What follows belongs to an exercise in optimizing a design on an open flow for small area and a short achievable clock period; a production flow would make more cautious choices.
RTL that was checked went through simulation tests only; none was proved equivalent to the original.
No activity file was given, so power comes from the tool's default toggle rates.

wip/quartz:
// TopLevelCPU
module TopLevelCPU (
    input wire clk,
    input wire rst,
    input wire mode_run,          
    input wire step,              
    input wire [2:0] reg_select,  
    input wire prog_we,           
    input wire [5:0] prog_addr,
    input wire [15:0] prog_data,
    output wire [15:0] pc_out,
    output wire [15:0] instr_out,
    output wire [15:0] reg_debug
);
export LEC_CHECK = 0
export CAP_MARGIN = 20
export CORE_MARGIN = 2
export CORE_UTILIZATION = 60
export CTS_CLUSTER_DIAMETER = 100
export CTS_CLUSTER_SIZE = 30
export GPL_TIMING_DRIVEN = 0
export PLACE_DENSITY = 0.7
export SLEW_MARGIN = 5
export SYNTH_HIERARCHICAL = 1
export SYNTH_MINIMUM_KEEP_SIZE = 0
create_clock -name core_clock -period 38.0 [get_ports {clk}]
standard.sh (not shown) runs the stock make flow with config.mk's settings and CLKGATE_MAP_FILE= SYNTH_SCRIPT=/design/flow/synth_recipe.tcl, a recipe that flattens the netlist after the stock synthesis.
==> flow/flow/run.sh <==
#!/bin/bash
# Layout flow: the standard flow (standard.sh, standard synthesis included)
# with two changes to how the layout is made, at the design's clock and
# constraints: the port buffers are buf_4 cells instead of the slow delay
# buffers buffer_ports picks by default, and timing repair aims for a setup
# slack margin so that it also speeds up paths that already meet the clock.
# make's full output goes to run_standard.log; each step's tool output is in
# orfs/logs/.
set -euo pipefail
bash standard.sh \
  "BUFFER_PORTS_ARGS=-buffer_cell sky130_fd_sc_hd__buf_4" \
  "SETUP_SLACK_MARGIN=22" \
  finish > run_standard.log 2>&1
The flow did not stop early for wip/quartz: all stages ran, and the layout cleared the timing, design-rule and antenna checks.
Inputs modified between wip/quartz and wip/maple:
-- flow/config.mk --
<<< wip/quartz, line 8
export CAP_MARGIN = 20
>>> wip/maple, line 8
export CAP_MARGIN = 5
Findings:
Apart from wip/maple, each of wip/maple and wip/quartz ends the flow with a layout that passes the timing, design-rule and antenna checks.
Finished, but not clean: wip/maple, with capacitance limit.
Sort wip/maple and wip/quartz by area share of buffers outside the clock network, descending, and wip/quartz comes first.
wip/maple — post-placement setup slack 0.023 ns lower, wip/quartz as reference
Diff wip/quartz..wip/maple | fraction of synthesized area in multiplexers | unchanged
NOTE via count wip/quartz->wip/maple decreased slightly
Final critical path time including I/O delays and setup: wip/maple > wip/quartz
Fraction of standard cell area that is sequential was lower in wip/quartz than in wip/maple.
Inputs modified between wip/maple and wip/zinc:
-- flow/config.mk --
<<< wip/maple, line 8
export CAP_MARGIN = 5
>>> wip/zinc, line 8
export CAP_MARGIN = 10
<<< wip/maple, line 15
export SLEW_MARGIN = 5
>>> wip/zinc, line 15
export SLEW_MARGIN = 10
==> summary.txt <==
wip/zinc was carried through to the last stage, and its layout satisfied the timing, design-rule and antenna checks. For the clock period minus worst slack, wip/zinc came in 0.017 ns higher than wip/maple did. Compared wip/zinc against wip/maple; number of standard cells in the layout, taps in and fillers out within noise. Compared wip/maple against wip/zinc; share of the clock period used by the worst path within noise.

* * *

TopLevelCPU, a different RTL version from the one above (not shown whole).
Size in the first run: roughly 1200 flip-flops, roughly 54000 um^2 of cells after synthesis.
Design TopLevelCPU, start of the top module:
module TopLevelCPU (
    input wire clk,
    input wire rst,
    input wire mode_run,          
    input wire step,              
    input wire [2:0] reg_select,  
    input wire prog_we,           
    input wire [5:0] prog_addr,
    input wire [15:0] prog_data,
    output wire [15:0] pc_out,
    output wire [15:0] instr_out,
    output wire [15:0] reg_debug
);
==> flow/config.mk <==
export PLATFORM = sky130hd
export DESIGN_NAME = TopLevelCPU
export DESIGN_NICKNAME = TopLevelCPU
export VERILOG_FILES = /design/flow/design.v
export SDC_FILE = /design/flow/constraint.sdc
export NUM_CORES = 4
export LEC_CHECK = 0
export CAP_MARGIN = 20
export CORE_MARGIN = 2
export CORE_UTILIZATION = 60
export PLACE_DENSITY = 0.7
export SLEW_MARGIN = 20
export SYNTH_HIERARCHICAL = 1
export SYNTH_MINIMUM_KEEP_SIZE = 0
==> flow/constraint.sdc <==
create_clock -name core_clock -period 38.0 [get_ports {clk}]
set_input_delay 7.6000 -clock core_clock [delete_from_list [all_inputs] [get_ports {clk}]]
set_output_delay 7.6000 -clock core_clock [all_outputs]
set_load 0.01 [all_outputs]
run.sh (not shown) runs the stock make flow with config.mk's settings and CLKGATE_MAP_FILE= SYNTH_SCRIPT=/design/flow/synth_recipe.tcl, a recipe that flattens the netlist after the stock synthesis.
Stock flow here: none of the scripts above is used.
Change:
- CAP_MARGIN: 20 -> 0
- CTS_BUF_LIST: unset -> sky130_fd_sc_hd__clkbuf_8
- SLEW_MARGIN: 20 -> 0
Worst setup slack is worse by 0.029 ns.
Die area does not change.
Core utilization decreases by 0.32 points.
Critical path depth stays the same.
Routed wire length increases by about 0.47%.
Global-route usage increases by 0.31 points.
Total power decreases by 1.5%.
Synthesized cell count does not change.
Function was not checked in any run of this note: the RTL went through the layout flow alone.

* * *

Another version of the RTL of TopLevelCPU (not shown whole).
Size: ~4,500 cells after synthesis, roughly 1,200 flip-flops, ~78 I/O pins.
// TopLevelCPU
module TopLevelCPU (
    input wire clk,
    input wire rst,
    input wire mode_run,          
    input wire step,              
    input wire [2:0] reg_select,  
    input wire prog_we,           
    input wire [5:0] prog_addr,
    input wire [15:0] prog_data,
    output wire [15:0] pc_out,
    output wire [15:0] instr_out,
    output wire [15:0] reg_debug
);
Settings: LEC_CHECK=0, CAP_MARGIN=20, CORE_MARGIN=2, CORE_UTILIZATION=60, CTS_CLUSTER_DIAMETER=100, CTS_CLUSTER_SIZE=30, GPL_TIMING_DRIVEN=0, PLACE_DENSITY=0.7, SLEW_MARGIN=20, SYNTH_HIERARCHICAL=1, SYNTH_MINIMUM_KEEP_SIZE=0; clock period 38.0 ns.
standard.sh (not shown) runs the stock make flow with config.mk's settings and CLKGATE_MAP_FILE= SYNTH_SCRIPT=/design/flow/synth_recipe.tcl, a recipe that flattens the netlist after the stock synthesis.
Scripts as last shown in full above: flow/flow/run.sh
The baseline completed without violations.
Rerun with:
Settings changed: CAP_MARGIN 20 to 5, SLEW_MARGIN 20 to 5.
The new run finished clean.
Clock power stays flat.
First-iteration DRC count fell by 5.8%.
Die area is unchanged.
Worst hold slack gets better by 0.0038 ns.
Power barely changes.
Flip-flop and latch count does not change.
Setup slack is about the same.
Register-to-register slack improves by 0.22 ns.
Area after synthesis does not change.

* * *

## before
TopLevelCPU, a different RTL version from the one above (not shown whole).
Size: about 4700 cells after synthesis, about 1200 flip-flops, ~78 I/O pins, about 53000 um^2 of cells after synthesis.
// TopLevelCPU
module TopLevelCPU (
    input wire clk,
    input wire rst,
    input wire mode_run,          
    input wire step,              
    input wire [2:0] reg_select,  
    input wire prog_we,           
    input wire [5:0] prog_addr,
    input wire [15:0] prog_data,
    output wire [15:0] pc_out,
    output wire [15:0] instr_out,
    output wire [15:0] reg_debug
);
Settings: LEC_CHECK=0, CAP_MARGIN=20, CORE_MARGIN=2, CORE_UTILIZATION=70, CTS_CLUSTER_DIAMETER=100, CTS_CLUSTER_SIZE=30, PLACE_DENSITY=0.78, SLEW_MARGIN=20, SYNTH_HIERARCHICAL=1, SYNTH_MINIMUM_KEEP_SIZE=0; clock period 38.0 ns.
Scripts as last shown in full above: flow/flow/run.sh
The final layout from before, which completed every stage, passed the timing, design-rule and antenna checks at the end of the flow.
For after, these inputs were changed with respect to before:
- PLACE_DENSITY changed from 0.78 to 0.7
- CORE_UTILIZATION changed from 70 to 60
- GPL_TIMING_DRIVEN newly set to 0
-- flow/flow/run.sh --
<<< before, line 11
  "BUFFER_PORTS_ARGS=-buffer_cell sky130_fd_sc_hd__buf_4" \
  "SETUP_SLACK_MARGIN=22" \
  finish > run_standard.log 2>&1
>>> after, line 11
  "BUFFER_PORTS_ARGS=-buffer_cell sky130_fd_sc_hd__buf_4" \
  "SETUP_SLACK_MARGIN=21.5" \
  finish > run_standard.log 2>&1
- after: final weighted congestion of routability-driven global placement 0.014 above before
- First-iteration DRC count was higher in the run labelled before.
- after against before: worst hold slack held, final critical delay including setup and external delays +0.059 ns, via count of the first global-routing pass now sits lower.
- Summary of after over before: global-route met2 utilization went down, total power went up, power in the clock group went up.
No functional check of the RTL was part of any run of this note.

* * *

## the previous run
TopLevelCPU, a different RTL version from the one above (not shown whole).
Size in the first run: roughly 4700 cells after synthesis, ~1200 flip-flops, roughly 78 I/O pins.
clock: 38.0 ns
lec_check: 0
cap_margin: 20
core_margin: 2
core_utilization: 60
cts_cluster_diameter: 100
cts_cluster_size: 30
place_density: 0.7
slew_margin: 20
synth_hierarchical: 1
synth_minimum_keep_size: 0
==> flow/flow/run.sh <==
#!/bin/bash
# Layout flow: the standard flow (standard.sh, standard synthesis included)
# with two changes to how the layout is made, at the design's clock and
# constraints: the port buffers are buf_4 cells instead of the slow delay
# buffers buffer_ports picks by default, and timing repair aims for a setup
# slack margin so that it also speeds up paths that already meet the clock.
# make's full output goes to run_standard.log; each step's tool output is in
# orfs/logs/.
set -euo pipefail
bash standard.sh \
  "BUFFER_PORTS_ARGS=-buffer_cell sky130_fd_sc_hd__buf_4" \
  "SETUP_SLACK_MARGIN=21" \
  finish > run_standard.log 2>&1
Changes in the current run relative to the previous run:
diff --git a/flow/flow/run.sh b/flow/flow/run.sh
--- a/flow/flow/run.sh
+++ b/flow/flow/run.sh
@@ -10,4 +10,4 @@
 bash standard.sh \
   "BUFFER_PORTS_ARGS=-buffer_cell sky130_fd_sc_hd__buf_4" \
-  "SETUP_SLACK_MARGIN=21" \
+  "SETUP_SLACK_MARGIN=21.5" \
   finish > run_standard.log 2>&1
==> comparison <==
- Re total net switching power: the current run is about 1.6% up on the previous run.
- [the current run vs the previous run] combined buffer and inverter count along the critical path: higher in the current run
- Summary of the comparison: proportion of power drawn by combinational gates is higher in the current run, relative to the previous run.
- A capturing element of the worst setup path of reg_debug[3] is what the previous run shows, while reg_debug[5] belongs to the current run.
- The previous run and the current run ended up with roughly the same area used by multi-input combinational logic.
- Per-cell via count in the routed design on the current run is up relative to the previous run.
- Relative to the previous run, the post-detailed-routing wire length of the current run is higher by about 2.3%.
- On layout cell share with drive strength beyond 1, the previous run and the current run are neck and neck.

==> what the ideal ports hide <==
How much do the figures lean on ideal ports? The routed layouts below were timed once more, with nothing changed but the port constraints. Step 1 sets driving cells, clkbuf_16 on the clock port and buf_2 on the other inputs (assumed; they add their load-dependent delay and slew). Step 2, shift: input delay + t, output delay - t, t = (earliest + latest rising clock arrival at the registers) / 2. This alone moves slack from input paths to output paths. Three values: ideal ports, drivers, drivers and shift; two values: the first two.
run	t (ns)	setup WS [ns]	slew at the worst register clock pin (ns)
wip/quartz	0.709	21.600 / 21.543 / 21.543	0.12 / 0.12
wip/maple	0.695	21.592 / 21.539 / 21.539	0.12 / 0.12
wip/zinc	0.703	21.575 / 21.535 / 21.535	0.12 / 0.12
the first run of note 2	0.791	20.399 / 20.375 / 20.375	0.07 / 0.07
the second run of note 2	0.945	20.370 / 20.343 / 20.343	0.07 / 0.07
the first run of note 3	0.728	21.552 / 21.503 / 21.503	0.12 / 0.12
the second run of note 3	0.724	21.554 / 21.508 / 21.508	0.12 / 0.12
before	0.738	21.559 / 21.510 / 21.510	0.12 / 0.12
after	0.738	21.500 / 21.470 / 21.470	0.12 / 0.12
the previous run	0.750	21.275 / 21.255 / 21.255	0.12 / 0.12
the current run	0.717	21.521 / 21.496 / 21.496	0.12 / 0.12
The setup slack of wip/quartz, which loses most, moves by -0.057 ns with the drivers and by -0.057 ns with both steps.
